This is an optimization exercise on Yosys and OpenROAD, whose aim is small area, a short achievable clock period and few clock cycles, not a production implementation.
Function was checked by simulation only, so behaviour that the tests miss may differ from the original.
Power and IR drop assume default switching activity.

Design MIPS_Multi_Cycle, start of the top module:
module MIPS_Multi_Cycle
(
    input clk,
    input reset,
    input   [7:0] GPIO_i,
    output  [31:0] GPIO_o_hex,
    output  [9:0] rom_addr,
    input   [31:0] rom_data
);
reg  [9:0]  pc_f;         
reg  [9:0]  ra_q;         
reg         halted;
reg  [31:0] d_ir;
reg  [9:0]  d_pc;
reg  [9:0]  d_pt;         
reg         d_v;
reg  [9:0]  ras0, ras1;
reg  [31:0] e_a, e_b, e_sd;
reg  [9:0]  e_bt;         
reg         e_jr, e_jlate;
reg  [4:0]  e_rd;
reg         e_we, e_beq, e_lw, e_sw, e_mul, e_slt;
reg         e_sdl;
reg  [31:0] m_res, m_sd;
reg  [4:0]  m_rd;
reg         m_we, m_lw, m_sw, m_mul, m_rom, m_sdr;
reg         m_isport, m_isgpio, m_isram, m_ldram;
reg  [63:0] m_wsel;       
reg  [31:0] w_res;
reg  [4:0]  w_rd;
reg         w_we;
reg  [31:0] port_q;
reg  [31:0] port_rb;
reg         port_wr;      
reg  [7:0]  gpio_q;
assign rom_addr   = ra_q;
assign GPIO_o_hex = port_q;
wire       d_stall;       
reg        f_xs, f_xt;    
reg        f_ms, f_mt;    
reg        f_ws, f_wt;    
wire [4:0] d_rs = d_ir[25:21];
wire [4:0] d_rt = d_ir[20:16];
wire is_jr, is_halt, is_jmp, is_jal, is_beq, is_slti, is_mul, is_lw, is_sw;
wire imm_b, const_b, use_rs, use_rt, wen;
wire [4:0] wdest;
UC_FSM DEC (
    .ir(d_ir), .is_jr(is_jr), .is_halt(is_halt), .is_jmp(is_jmp), .is_jal(is_jal),
    .is_beq(is_beq), .is_slti(is_slti), .is_mul(is_mul), .is_lw(is_lw), .is_sw(is_sw),
    .imm_b(imm_b), .const_b(const_b), .use_rs(use_rs), .use_rt(use_rt),
    .wen(wen), .wdest(wdest)
);
wire [31:0] rs_v, rt_v;
Register_File RF (
    .clk(clk), .reset(reset),
    .we(w_we), .wa(w_rd), .wd(w_res),
    .hold(d_stall), .rs_n(rom_data[25:21]), .rt_n(rom_data[20:16]),
    .ra1(d_rs), .ra2(d_rt), .byp1(f_ws), .byp2(f_wt),
    .rd1(rs_v), .rd2(rt_v)
);
wire ex_wr_rs  = f_xs;
wire ex_wr_rt  = f_xt;
wire mem_wr_rs = f_ms;
wire mem_wr_rt = f_mt;
wire e_late    = e_lw | e_mul;
wire m_late    = m_lw | m_mul;     
wire stall_lu = (e_late & (((use_rs | is_jr) & ex_wr_rs) | (use_rt & ex_wr_rt))) |
                (m_late & ((use_rs & mem_wr_rs) | ((use_rt | is_sw) & mem_wr_rt)));
  ...
For scale: roughly 11000 cells after synthesis, ~3700 flip-flops, about 84 I/O pins.
export LEC_CHECK = 0
export ABC_CLOCK_PERIOD_IN_PS = 3000
export CAP_MARGIN = 30
export CORE_MARGIN = 2
export CORE_UTILIZATION = 60
export SLEW_MARGIN = 30
create_clock -name core_clock -period 15.0 [get_ports {clk}]
standard.sh (not shown) runs the stock make flow with config.mk's settings and CLKGATE_MAP_FILE= SYNTH_SCRIPT=/design/flow/synth_recipe.tcl, a recipe that flattens the netlist after the stock synthesis.
==> flow/flow/run.sh <==
#!/bin/bash
set -euo pipefail
bash standard.sh SETUP_SLACK_MARGIN=10.5 finish > standard.log 2>&1
Testbench counts at the start, summed over its fixed seeds: cycles 508,117.
==> next run, changes <==
- CORE_UTILIZATION: 60 -> 66
- CTS_CLUSTER_DIAMETER: default -> 90
- CTS_CLUSTER_SIZE: default -> 27
Routed wire length decreases by a few percent.
Global-route usage increases by 3.7 points.
Setup slack improves by 0.067 ns.
Clock power decreases by well over a third.
Flip-flop and latch count is unchanged.
Via count is about the same.

* * *

Starting RTL as in the previous note.
## MIPS_Multi_Cycle
module MIPS_Multi_Cycle
(
    input clk,
    input reset,
    input   [7:0] GPIO_i,
    output  [31:0] GPIO_o_hex,
    output  [9:0] rom_addr,
    input   [31:0] rom_data
);
clock: 15.0 ns
lec_check: 0
abc_clock_period_in_ps: 3000
cap_margin: 30
core_margin: 2
core_utilization: 60
cts_buf_list: sky130_fd_sc_hd__clkbuf_8
cts_cluster_diameter: 50
cts_cluster_size: 12
slew_margin: 30
Scripts as last shown in full above: flow/flow/run.sh
Testbench counts at the start, summed over its fixed seeds: cycles 508,117.
Then changed:
==> flow/flow/run.sh (replaced) <==
#!/bin/bash
set -euo pipefail
bash standard.sh SETUP_SLACK_MARGIN=10.7 finish > standard.log 2>&1
CTS_BUF_LIST = unset   (was sky130_fd_sc_hd__clkbuf_8)
CTS_CLUSTER_DIAMETER = 90   (was 50)
CTS_CLUSTER_SIZE = 27   (was 12)
Outcome: Register-to-register slack gets worse by 0.19 ns. First-iteration DRC count is higher by 9.4%. Clock skew is lower by 0.097 ns.

==> afterwards: timing with drivers on the ports <==
How much do the figures lean on ideal ports? The routed layouts below were timed once more, with nothing changed but the port constraints. Step 1: set_driving_cell puts a clkbuf_16 on clk and a buf_2 on each other input, an assumption about the parent block. Step 2 adds t to the input delays and takes it off the output delays; t is the mean of the earliest and latest rising clock arrival at the registers after step 1. Input paths then give back, and output paths get back, about the clock's delay inside the block. a / b / c = no drivers / after step 1 / after step 2; a / b = the first two.
run	t, ns	slack for setup (ns)	hold slack, ns	latest minus earliest clock arrival (ns)
the first run of note 1	1.063	10.343 / 10.238 / 9.506	0.284 / 0.284 / 0.284	0.113 / 0.113
the second run of note 1	1.008	10.410 / 10.300 / 9.677	0.336 / 0.336 / 0.336	0.088 / 0.088
the first run of note 2	1.249	10.153 / 10.048 / 9.441	0.303 / 0.303 / 0.303	0.207 / 0.207
the second run of note 2	1.006	10.270 / 10.270 / 9.662	0.270 / 0.270 / 0.270	0.125 / 0.125
After both steps every run listed still meets setup and hold. For the first run of note 1, which loses most, drivers alone change the setup slack by -0.105 ns; drivers and shift together by -0.837 ns.
